This design comes from an exercise in tuning for small area, a short achievable clock period and few clock cycles on the open sky130 flow, not from production work. RTL that was checked went through simulation tests only; none was proved equivalent to the original.

==> trial 89: inputs <==
==> flow/design.v <==
`timescale          1ns/1ps
`default_nettype    none
module NfiVe_MDU (
	input clk,
	input rst_n,
	input start,
	output done,
	input [2:0] op,
	input mul_div,
	input [31:0] op1, op2,
	output [31:0] result
);
	reg st_mul, st_corr, st_mfin, st_pre, st_div, st_radd, st_fin;
	wire st_idle = ~(st_mul | st_corr | st_mfin | st_pre | st_div | st_radd | st_fin);
	reg        done_r;
	reg        rem;     
	reg        mulhi;   
	reg [4:0]  cnt;
	reg [33:0] M;       
	reg [31:0] B;       
	reg [35:0] acc_s;   
	reg [35:0] acc_c;   
	reg        cb;      
	reg        corr;    
	reg        inv;     
	reg        sa;      
	reg        bn;      
	reg        apow2;   
	reg        one0, two0, neg0, one1, two1, neg1;   
	reg        r0z, r0i;                             
	assign done = done_r;
	assign result = B;
	wire        sgn_div = ~op[0];
	wire        a_neg = sgn_div & op1[31];
	wire        b_neg = sgn_div & op2[31];
	wire        a_p2 = a_neg & ~|(~op1[31:1] & op1[30:0]);
	wire [5:0] za_in, zb_raw;
	lzc32 u_lza (.x(op1 ^ {32{a_neg}}), .z(za_in));
	lzc32 u_lzb (.x(op2 ^ {32{b_neg}}), .z(zb_raw));
	wire [5:0] zb_in = (zb_raw[5] & b_neg) ? 6'd31 : zb_raw;
	wire [34:0] m35 = {M[33], M};
	wire [34:0] m2  = {M, 1'b0};
	wire [34:0] pp0 = ({35{one0}} & m35 | {35{two0}} & m2) ^ {35{neg0}};
	wire [34:0] pp1 = ({35{one1}} & m35 | {35{two1}} & m2) ^ {35{neg1}};
	wire [39:0] r0 = {{4{acc_s[35]}}, acc_s};
	wire [39:0] r3 = {{4{acc_c[35]}}, acc_c};
	wire [39:0] r1 = {{5{pp0[34]}}, pp0};
	wire [39:0] r2 = {{3{pp1[34]}}, pp1, neg1, neg1};
	wire [39:0] s1 = r0 ^ r1 ^ r2;
	wire [39:0] c1 = {(r0[38:0] & r1[38:0]) | (r0[38:0] & r2[38:0]) | (r1[38:0] & r2[38:0]), neg1};
	wire [39:0] s2 = s1 ^ c1 ^ r3;
	wire [39:0] c2 = {(s1[38:0] & c1[38:0]) | (s1[38:0] & r3[38:0]) | (c1[38:0] & r3[38:0]), neg0};
	wire [4:0]  lo = {1'b0, s2[3:0]} + {1'b0, c2[3:0]} + {4'd0, cb};
	wire [35:0] ax = (acc_s & {36{~r0z}}) ^ {36{r0i}};
	wire [35:0] ay = acc_c | {pp0[34], pp0};
	wire        cin = neg0 | cb | r0i;
	wire [36:0] sum_x = {ax, 1'b1} + {ay, cin};
	wire [35:0] sum = sum_x[36:1];
	wire        sneg = sum[35];
	wire [2:0] nb0 = st_idle ? {op2[1:0], 1'b0} : B[5:3];
	wire [2:0] nb1 = st_idle ? op2[3:1] : B[7:5];
	reg  [5:0] za, zb;
	reg        afix;    
	wire fix_a = apow2 & ~afix;
	wire [6:0] sdiff = {1'b0, zb} - {1'b0, za};
	wire       b_zero = zb[5];
	wire       s_neg = sdiff[6];
	wire       quick = b_zero | s_neg;
	wire [33:0] m_al = M << sdiff[4:0];
	wire       inv_n = rem ? sa : (sa ^ bn);
	wire       pre_go = st_pre & ~fix_a;
	wire mul_last = st_mul & (cnt == 5'd0);
	wire div_last = st_div & (cnt == 5'd0);
	wire [31:0] q_new = {B[30:0], ~sneg};
	always @(posedge clk or negedge rst_n) begin
		if (~rst_n) begin
			st_mul <= 1'b0; st_corr <= 1'b0; st_mfin <= 1'b0;
			st_pre <= 1'b0; st_div <= 1'b0; st_radd <= 1'b0; st_fin <= 1'b0;
			done_r <= 1'b0;
		end else begin
			st_mul  <= st_idle & start & mul_div | st_mul & (cnt != 5'd0);
			st_corr <= mul_last & corr;
			st_mfin <= mul_last & mulhi & ~corr | st_corr;
			st_pre  <= st_idle & start & ~mul_div | st_pre & fix_a;
			st_div  <= pre_go & ~quick | st_div & (cnt != 5'd0);
			st_radd <= div_last & rem & sneg;
			st_fin  <= pre_go & quick | div_last & (rem ? ~sneg : inv) | st_radd & inv;
			done_r  <= st_mul & (cnt == 5'd1) & ~mulhi
			         | mul_last & mulhi & ~corr
			         | st_corr
			         | pre_go & quick
			         | pre_go & ~quick & (sdiff[4:0] == 5'd0) & ~rem & ~inv_n
			         | st_div & (cnt == 5'd1) & ~rem & ~inv
			         | div_last & (rem ? ~(sneg & inv) : inv)
			         | st_radd & inv;
		end
	end
	always @(posedge clk) begin
		if (st_idle | st_mul) begin
			one0 <= nb0[1] ^ nb0[0];
			two0 <= (nb0[2] & ~nb0[1] & ~nb0[0]) | (~nb0[2] & nb0[1] & nb0[0]);
			neg0 <= nb0[2];
			one1 <= nb1[1] ^ nb1[0];
			two1 <= (nb1[2] & ~nb1[1] & ~nb1[0]) | (~nb1[2] & nb1[1] & nb1[0]);
			neg1 <= nb1[2];
			r0z <= 1'b0;
			r0i <= 1'b0;
		end
		if (st_idle & start & ~mul_div) begin
			one0 <= 1'b0; two0 <= 1'b0; neg0 <= 1'b0;
			one1 <= 1'b0; two1 <= 1'b0; neg1 <= 1'b0;
			r0i <= a_neg;
		end
		if (st_pre) begin
			r0i <= 1'b0;
			one0 <= 1'b1;
			neg0 <= ~bn;
		end
		if (mul_last) begin
			one0 <= corr; two0 <= 1'b0; neg0 <= 1'b0;
			one1 <= 1'b0; two1 <= 1'b0; neg1 <= 1'b0;
		end
		if (st_corr) one0 <= 1'b0;
		if (pre_go & quick) begin
			one0 <= 1'b0; neg0 <= 1'b0;
			r0i <= rem & sa;
		end
		if (st_div) begin
			if (cnt != 5'd0)
				neg0 <= ~sneg ^ bn;
			else if (rem) begin
				one0 <= sneg;
				neg0 <= sneg & bn;
				r0i <= ~sneg & inv;
			end else begin
				neg0 <= 1'b1;
				r0z <= 1'b1;
			end
		end
		if (st_radd) begin
			one0 <= 1'b0;
			neg0 <= 1'b0;
			r0i <= 1'b1;
		end
		if (st_idle & start) begin
			rem <= op[1];
			mulhi <= op[1:0] != 2'b00;
			za <= za_in;
			zb <= zb_in;
			afix <= 1'b0;
			cb <= 1'b0;
			acc_c <= 36'd0;
			if (mul_div) begin
				M <= {{2{op[1:0] != 2'b11 & op1[31]}}, op1};
				B <= op2;
				acc_s <= 36'd0;
				cnt <= 5'd7;
				corr <= op[1] & op2[31];
			end else begin
				M <= {{2{b_neg}}, op2};
				acc_s <= {{4{a_neg}}, op1};
				sa <= a_neg;
				bn <= b_neg;
				apow2 <= a_p2;
			end
		end
		if (st_mul) begin
			acc_s <= s2[39:4];
			acc_c <= c2[39:4];
			cb <= lo[4];
			B <= {lo[3:0], B[31:4]};
			cnt <= cnt - 5'd1;
		end
		if (st_corr) begin
			acc_s <= s2[35:0];
			acc_c <= c2[35:0];
		end
		if (st_mfin) B <= sum[31:0];
		if (st_pre & ~afix) acc_s <= sum;    
		if (st_pre & fix_a) begin
			za <= za - 6'd1;
			afix <= 1'b1;
		end
		if (pre_go) begin
			if (quick) begin
				B <= b_zero ? 32'hffffffff : 32'd0;
				inv <= rem & sa;
			end else begin
				B <= 32'd0;
				M <= m_al;
				cnt <= sdiff[4:0];
				inv <= inv_n;
			end
		end
		if (st_div) begin
			acc_s <= sum;
			cnt <= cnt - 5'd1;
			if (cnt != 5'd0) begin
				M <= {M[33], M[33:1]};
				B <= q_new;
			end else if (!rem) begin
				if (inv)
					M <= {2'b00, q_new};
				else
					B <= q_new;
			end
		end
		if (st_radd) begin
			acc_s <= sum;
			B <= sum[31:0];
		end
		if (st_fin & (rem | inv)) B <= sum[31:0];
	end
endmodule
module lzc32 (
	input  [31:0] x,
	output [5:0]  z
);
	wire [7:0] v;
	wire [15:0] g;   
	genvar i;
	generate
		for (i = 0; i < 8; i = i + 1) begin : grp
			wire [3:0] n = x[4*i+3:4*i];
			assign v[i] = |n;
			assign g[2*i+1:2*i] = n[3] ? 2'd0 : n[2] ? 2'd1 : n[1] ? 2'd2 : 2'd3;
		end
	endgenerate
	wire [3:0] v8;
	wire [11:0] g8;
	generate
		for (i = 0; i < 4; i = i + 1) begin : p8
			assign v8[i] = v[2*i+1] | v[2*i];
			assign g8[3*i+2:3*i] = v[2*i+1] ? {1'b0, g[4*i+3:4*i+2]} : {1'b1, g[4*i+1:4*i]};
		end
	endgenerate
	wire [1:0] v16;
	wire [7:0] g16;
	generate
		for (i = 0; i < 2; i = i + 1) begin : p16
			assign v16[i] = v8[2*i+1] | v8[2*i];
			assign g16[4*i+3:4*i] = v8[2*i+1] ? {1'b0, g8[6*i+5:6*i+3]} : {1'b1, g8[6*i+2:6*i]};
		end
	endgenerate
	assign z = v16[1] ? {2'b00, g16[7:4]} :
	           v16[0] ? {2'b01, g16[3:0]} : 6'd32;
endmodule
==> flow/flow/run.sh <==
#!/bin/bash
set -euo pipefail
cd "$(dirname "$0")/.."
bash standard.sh $(cat flow/knobs.txt) finish > flow_standard.log 2>&1
==> flow/flow/knobs.txt <==
SETUP_SLACK_MARGIN=7.3 TNS_END_PERCENT=0
==> flow/standard.sh <==
#!/bin/bash
# synth_recipe.tcl (not shown) runs the flow's synth.tcl, then flattens the netlist and writes it again
# the make line also repeats each setting of config.mk as NAME=value (left out here)
make -C /OpenROAD-flow-scripts/flow DESIGN_CONFIG=/design/flow/config.mk WORK_HOME=/design/flow/orfs CLKGATE_MAP_FILE= SYNTH_SCRIPT=/design/flow/synth_recipe.tcl "${@:-finish}"
==> flow/config.mk <==
export PLATFORM = sky130hd
export DESIGN_NAME = NfiVe_MDU
export DESIGN_NICKNAME = NfiVe_MDU
export VERILOG_FILES = /design/flow/design.v
export SDC_FILE = /design/flow/constraint.sdc
export NUM_CORES = 4
export LEC_CHECK = 0
export CAP_MARGIN = 20
export CORE_MARGIN = 2
export CORE_UTILIZATION = 45
export SLEW_MARGIN = 20
==> flow/constraint.sdc <==
create_clock -name core_clock -period 10.0 [get_ports {clk}]
set_input_delay 2.0000 -clock core_clock [delete_from_list [all_inputs] [get_ports {clk}]]
set_output_delay 2.0000 -clock core_clock [all_outputs]
set_load 0.01 [all_outputs]
==> build 83 (differences from trial 89) <==
==> flow/design.v (replaced) <==
`timescale          1ns/1ps
`default_nettype    none
module NfiVe_MDU (
	input clk,
	input rst_n,
	input start,
	output done,
	input [2:0] op,
	input mul_div,
	input [31:0] op1, op2,
	output [31:0] result
);
	reg st_mul, st_pre, st_div, st_corr, st_fin;
	wire st_idle = ~(st_mul | st_pre | st_div | st_corr | st_fin);
	reg        done_r;
	reg        rem;     
	reg        mulhi;   
	reg        dv;      
	reg [4:0]  cnt;
	reg [32:0] M;       
	reg [31:0] B;       
	reg [33:0] acc;     
	reg        corr;    
	reg        inv;     
	reg        sa;      
	reg        finw;    
	reg        one0, two0, neg0, one1, two1, neg1;   
	reg        r0z, r0i;                             
	assign done = done_r;
	assign result = B;
	wire        sgn_div = ~op[0];
	wire        a_neg = sgn_div & op1[31];
	wire        b_neg = sgn_div & op2[31];
	wire [31:0] a_abs = a_neg ? (~op1 + 32'd1) : op1;
	wire [31:0] b_abs = b_neg ? (~op2 + 32'd1) : op2;
	wire        msx = M[32] & ~dv;
	wire [34:0] m35 = {msx, msx, M};
	wire [34:0] m2  = {msx, M, 1'b0};
	wire [34:0] pp0 = ({35{one0}} & m35 | {35{two0}} & m2) ^ {35{neg0}};
	wire [34:0] pp1 = ({35{one1}} & m35 | {35{two1}} & m2) ^ {35{neg1}};
	wire [36:0] r0 = ({{3{acc[33]}}, acc} & {37{~r0z}}) ^ {37{r0i}};
	wire [36:0] r1 = {{2{pp0[34]}}, pp0};
	wire [36:0] r2 = {pp1, neg1, neg1 | r0i};
	wire [36:0] cs_s = r0 ^ r1 ^ r2;
	wire [36:0] cs_c = (r0 & r1) | (r0 & r2) | (r1 & r2);
	wire [37:0] sum_x = {cs_s, 1'b1} + {cs_c[35:0], neg1, neg0};
	wire [36:0] sum = sum_x[37:1];
	wire        sneg = sum[36];
	wire [2:0] nb0 = st_idle ? {op2[1:0], 1'b0} : B[5:3];
	wire [2:0] nb1 = st_idle ? op2[3:1] : B[7:5];
	wire [5:0] za, zb;
	lzc32 u_lza (.x(acc[31:0]), .z(za));
	lzc32 u_lzb (.x(M[31:0]), .z(zb));
	wire [6:0] sdiff = {1'b0, zb} - {1'b0, za};
	wire       b_zero = zb[5];
	wire       s_neg = sdiff[6];
	wire       quick = b_zero | s_neg;
	wire [31:0] m_al = M[31:0] << sdiff[4:0];
	wire       inv_n = rem ? sa : (sa ^ inv);
	wire mul_last = st_mul & (cnt == 5'd0);
	wire div_last = st_div & (cnt == 5'd0);
	wire [31:0] q_new = {B[30:0], ~sneg};
	always @(posedge clk or negedge rst_n) begin
		if (~rst_n) begin
			st_mul <= 1'b0; st_pre <= 1'b0; st_div <= 1'b0; st_corr <= 1'b0; st_fin <= 1'b0;
			done_r <= 1'b0;
		end else begin
			st_mul <= st_idle & start & mul_div | st_mul & (cnt != 5'd0);
			st_corr <= mul_last & corr;
			st_pre <= st_idle & start & ~mul_div;
			st_div <= st_pre & ~quick | st_div & (cnt != 5'd0);
			st_fin <= st_pre & quick | div_last & (rem | inv);
			done_r <= st_mul & (cnt == 5'd1) & ~corr
			        | mul_last & corr
			        | st_pre & quick
			        | st_pre & ~quick & (sdiff[4:0] == 5'd0) & ~rem & ~inv_n
			        | st_div & (cnt == 5'd1) & ~rem & ~inv
			        | div_last & (rem | inv);
		end
	end
	always @(posedge clk) begin
		if (st_idle | st_mul) begin
			one0 <= nb0[1] ^ nb0[0];
			two0 <= (nb0[2] & ~nb0[1] & ~nb0[0]) | (~nb0[2] & nb0[1] & nb0[0]);
			neg0 <= nb0[2];
			one1 <= nb1[1] ^ nb1[0];
			two1 <= (nb1[2] & ~nb1[1] & ~nb1[0]) | (~nb1[2] & nb1[1] & nb1[0]);
			neg1 <= nb1[2];
			r0z <= 1'b0;
			r0i <= 1'b0;
		end
		if (st_idle & start & ~mul_div) begin
			one0 <= 1'b1; two0 <= 1'b0; neg0 <= 1'b1;
			one1 <= 1'b0; two1 <= 1'b0; neg1 <= 1'b0;
		end
		if (mul_last) begin
			one0 <= 1'b1; two0 <= 1'b0; neg0 <= 1'b0;
			one1 <= 1'b0; two1 <= 1'b0; neg1 <= 1'b0;
		end
		if (st_pre & quick) begin
			one0 <= 1'b0; neg0 <= 1'b0;
			r0i <= rem & sa;
		end
		if (st_div) begin
			if (cnt != 5'd0)
				neg0 <= ~sneg;
			else if (rem) begin
				one0 <= sneg;
				neg0 <= sneg & inv;
				r0i <= inv;
			end else begin
				neg0 <= 1'b1;
				r0z <= 1'b1;
			end
		end
		if (st_idle & start) begin
			rem <= op[1];
			mulhi <= op[1:0] != 2'b00;
			dv <= ~mul_div;
			if (mul_div) begin
				M <= {op[1:0] != 2'b11 & op1[31], op1};
				B <= op2;
				acc <= 34'd0;
				cnt <= 5'd7;
				corr <= op[1] & op2[31];
			end else begin
				M <= {1'b0, b_abs};
				acc <= {2'b00, a_abs};
				sa <= a_neg;
				inv <= b_neg;    
			end
		end
		if (st_mul) begin
			acc <= {sum[36], sum[36:4]};
			if (cnt == 5'd0 && mulhi && !corr)
				B <= sum[35:4];
			else
				B <= {sum[3:0], B[31:4]};
			cnt <= cnt - 5'd1;
		end
		if (st_corr) B <= sum[31:0];
		if (st_pre) begin
			finw <= rem;
			if (quick) begin
				B <= b_zero ? 32'hffffffff : 32'd0;
			end else begin
				B <= 32'd0;
				M <= {1'b0, m_al};
				cnt <= sdiff[4:0];
				inv <= inv_n;
			end
		end
		if (st_div) begin
			acc <= sum[33:0];
			cnt <= cnt - 5'd1;
			if (cnt != 5'd0) begin
				M <= {1'b0, M[32:1]};
				B <= q_new;
			end else if (!rem) begin
				if (inv) begin
					M <= {1'b0, q_new};
					finw <= 1'b1;
				end else
					B <= q_new;
			end
		end
		if (st_fin & finw) B <= sum[31:0];
	end
endmodule
module lzc32 (
	input  [31:0] x,
	output [5:0]  z
);
	wire [7:0] v;
	wire [15:0] g;   
	genvar i;
	generate
		for (i = 0; i < 8; i = i + 1) begin : grp
			wire [3:0] n = x[4*i+3:4*i];
			assign v[i] = |n;
			assign g[2*i+1:2*i] = n[3] ? 2'd0 : n[2] ? 2'd1 : n[1] ? 2'd2 : 2'd3;
		end
	endgenerate
	wire [3:0] v8;
	wire [11:0] g8;
	generate
		for (i = 0; i < 4; i = i + 1) begin : p8
			assign v8[i] = v[2*i+1] | v[2*i];
			assign g8[3*i+2:3*i] = v[2*i+1] ? {1'b0, g[4*i+3:4*i+2]} : {1'b1, g[4*i+1:4*i]};
		end
	endgenerate
	wire [1:0] v16;
	wire [7:0] g16;
	generate
		for (i = 0; i < 2; i = i + 1) begin : p16
			assign v16[i] = v8[2*i+1] | v8[2*i];
			assign g16[4*i+3:4*i] = v8[2*i+1] ? {1'b0, g8[6*i+5:6*i+3]} : {1'b1, g8[6*i+2:6*i]};
		end
	endgenerate
	assign z = v16[1] ? {2'b00, g16[7:4]} :
	           v16[0] ? {2'b01, g16[3:0]} : 6'd32;
endmodule
==> flow/flow/run.sh (replaced) <==
#!/bin/bash
set -euo pipefail
cd "$(dirname "$0")/.."
knobs=()
while IFS= read -r line; do
  [[ -n "$line" ]] && knobs+=("$line")
done < flow/knobs.txt
bash standard.sh "${knobs[@]}" finish > flow_standard.log 2>&1
==> flow/flow/knobs.txt (replaced) <==
SETUP_SLACK_MARGIN=6.5
TNS_END_PERCENT=100
- ABC_AREA: unset -> 1
==> trial 5 (differences from trial 89) <==
--- a/flow/design.v
+++ b/flow/design.v
@@ -27,7 +27,8 @@
 	reg        bn;      
 	reg        apow2;   
 	reg        one0, two0, neg0, one1, two1, neg1;   
-	reg        r0z, r0i;                             
+	reg        r0i;                                  
+	reg        yz;                                   
 	assign done = done_r;
 	assign result = B;
 	wire        sgn_div = ~op[0];
@@ -51,12 +52,15 @@
 	wire [39:0] s2 = s1 ^ c1 ^ r3;
 	wire [39:0] c2 = {(s1[38:0] & c1[38:0]) | (s1[38:0] & r3[38:0]) | (c1[38:0] & r3[38:0]), neg0};
 	wire [4:0]  lo = {1'b0, s2[3:0]} + {1'b0, c2[3:0]} + {4'd0, cb};
-	wire [35:0] ax = (acc_s & {36{~r0z}}) ^ {36{r0i}};
-	wire [35:0] ay = acc_c | {pp0[34], pp0};
-	wire        cin = neg0 | cb | r0i;
-	wire [36:0] sum_x = {ax, 1'b1} + {ay, cin};
+	wire [35:0] ax = acc_s ^ {36{r0i}};
+	wire        cin = cb | r0i;
+	wire [36:0] sum_x = {ax, 1'b1} + {acc_c & {36{~yz}}, cin};
 	wire [35:0] sum = sum_x[36:1];
-	wire        sneg = sum[35];
+	wire [36:0] dif_x = {acc_s, 1'b1} + {~acc_c, 1'b1};
+	wire [35:0] dif = dif_x[36:1];
+	wire        dsub = ~acc_s[35] ^ bn;
+	wire [35:0] rnew = dsub ? dif : sum;
+	wire        sneg = rnew[35];
 	wire [2:0] nb0 = st_idle ? {op2[1:0], 1'b0} : B[5:3];
 	wire [2:0] nb1 = st_idle ? op2[3:1] : B[7:5];
 	reg  [5:0] za, zb;
@@ -103,44 +107,28 @@
 			one1 <= nb1[1] ^ nb1[0];
 			two1 <= (nb1[2] & ~nb1[1] & ~nb1[0]) | (~nb1[2] & nb1[1] & nb1[0]);
 			neg1 <= nb1[2];
-			r0z <= 1'b0;
 			r0i <= 1'b0;
+			yz <= 1'b0;
 		end
 		if (st_idle & start & ~mul_div) begin
-			one0 <= 1'b0; two0 <= 1'b0; neg0 <= 1'b0;
-			one1 <= 1'b0; two1 <= 1'b0; neg1 <= 1'b0;
 			r0i <= a_neg;
 		end
-		if (st_pre) begin
-			r0i <= 1'b0;
-			one0 <= 1'b1;
-			neg0 <= ~bn;
-		end
+		if (st_pre) r0i <= 1'b0;
 		if (mul_last) begin
 			one0 <= corr; two0 <= 1'b0; neg0 <= 1'b0;
 			one1 <= 1'b0; two1 <= 1'b0; neg1 <= 1'b0;
 		end
 		if (st_corr) one0 <= 1'b0;
 		if (pre_go & quick) begin
-			one0 <= 1'b0; neg0 <= 1'b0;
 			r0i <= rem & sa;
 		end
-		if (st_div) begin
-			if (cnt != 5'd0)
-				neg0 <= ~sneg ^ bn;
-			else if (rem) begin
-				one0 <= sneg;
-				neg0 <= sneg & bn;
-				r0i <= ~sneg & inv;
-			end else begin
-				neg0 <= 1'b1;
-				r0z <= 1'b1;
-			end
+		if (div_last) begin
+			r0i <= rem ? ~sneg & inv : 1'b1;
+			yz <= ~sneg;
 		end
 		if (st_radd) begin
-			one0 <= 1'b0;
-			neg0 <= 1'b0;
 			r0i <= 1'b1;
+			yz <= 1'b1;
 		end
 		if (st_idle & start) begin
 			rem <= op[1];
@@ -187,27 +175,26 @@
 				inv <= rem & sa;
 			end else begin
 				B <= 32'd0;
-				M <= m_al;
+				acc_c <= {{2{m_al[33]}}, m_al};
 				cnt <= sdiff[4:0];
 				inv <= inv_n;
 			end
 		end
 		if (st_div) begin
-			acc_s <= sum;
+			acc_s <= rnew;
 			cnt <= cnt - 5'd1;
 			if (cnt != 5'd0) begin
-				M <= {M[33], M[33:1]};
+				acc_c <= {acc_c[35], acc_c[35:1]};
 				B <= q_new;
 			end else if (!rem) begin
-				if (inv)
-					M <= {2'b00, q_new};
-				else
-					B <= q_new;
+				acc_s <= {4'd0, q_new};
+				acc_c <= 36'd0;
+				B <= q_new;
 			end
 		end
 		if (st_radd) begin
-			acc_s <= sum;
-			B <= sum[31:0];
+			acc_s <= rnew;
+			B <= rnew[31:0];
 		end
 		if (st_fin & (rem | inv)) B <= sum[31:0];
 	end
==> flow/flow/knobs.txt (replaced) <==
SETUP_SLACK_MARGIN=7 TNS_END_PERCENT=0
- ABC_AREA: unset -> 1
==> results.yml <==
clock_network:
  postCtsSetupRepairBufs: 28
cells_and_area:
  design.seq.count: 180
route:
  via_count: 19717
synthesis:
  synth_edf_count: 93
outcome:
  status: "timing/DRC/antenna clean"
setup_path:
  path_class: "input pin to flop"
  crit_path_start: "op2[3]"
grt:
  grt_max_degree: 74
[end of results for trial 89]
==> results.yml <==
setup_path:
  startpoint_type: "flop"
  crit_path_start: "M[8]"
  path_class: "flop to flop"
outcome:
  status: "timing/DRC/antenna clean"
clock_network:
  postCtsSetupRepairBufs: 139
cells_and_area:
  design.seq.count: 125
route:
  via_count: 24527
grt:
  grt_max_degree: 66
[end of results for build 83]
==> results.yml <==
grt:
  grt_max_degree: 111
setup_path:
  crit_path_start: "two0"
  path_class: "flop to flop"
floorplan:
  floorplan.initialDensity: 0.4557
  io_pins: 104
synthesis:
  postSynthAreaPerCell_sq_um: 6.203
cells_and_area:
  design.seq.count: 179
outcome:
  status: "timing/DRC/antenna clean"
route:
  via_count: 27904
[end of results for trial 5]
Testbench counts of build 83, summed over its fixed seeds: cycles 22,552.
For trial 89 and trial 5, only the layout was checked, not whether the RTL still works.

[static timing again, ports no longer ideal]
Ports are ideal in the flow. The routed layouts listed here were re-timed in OpenROAD. Step 1: set_driving_cell puts a clkbuf_16 on clk and a buf_2 on each other input, an assumption about the parent block. Step 2 moves the port delays by t, midway between the first and last clock arrival at a register: inputs arrive t later, outputs are due t later. That takes back most of the time a late clock gives input paths. Three values: no drivers, after step 1, after step 2; two values: the first two.
run	t (ns)	slack for setup (ns)	worst hold slack (ns)	latest minus earliest clock arrival (ns)
trial 89	0.556	5.914 / 5.912 / 5.356	0.494 / 0.494 / 0.494	0.013 / 0.013
build 83	0.520	5.584 / 5.584 / 5.450	0.475 / 0.475 / 0.475	0.019 / 0.019
trial 5	0.571	6.485 / 6.485 / 6.026	0.483 / 0.483 / 0.483	0.017 / 0.016
After both steps every run listed still meets setup and hold. The setup slack of trial 89, which loses most, moves by -0.002 ns with the drivers and by -0.558 ns with both steps.
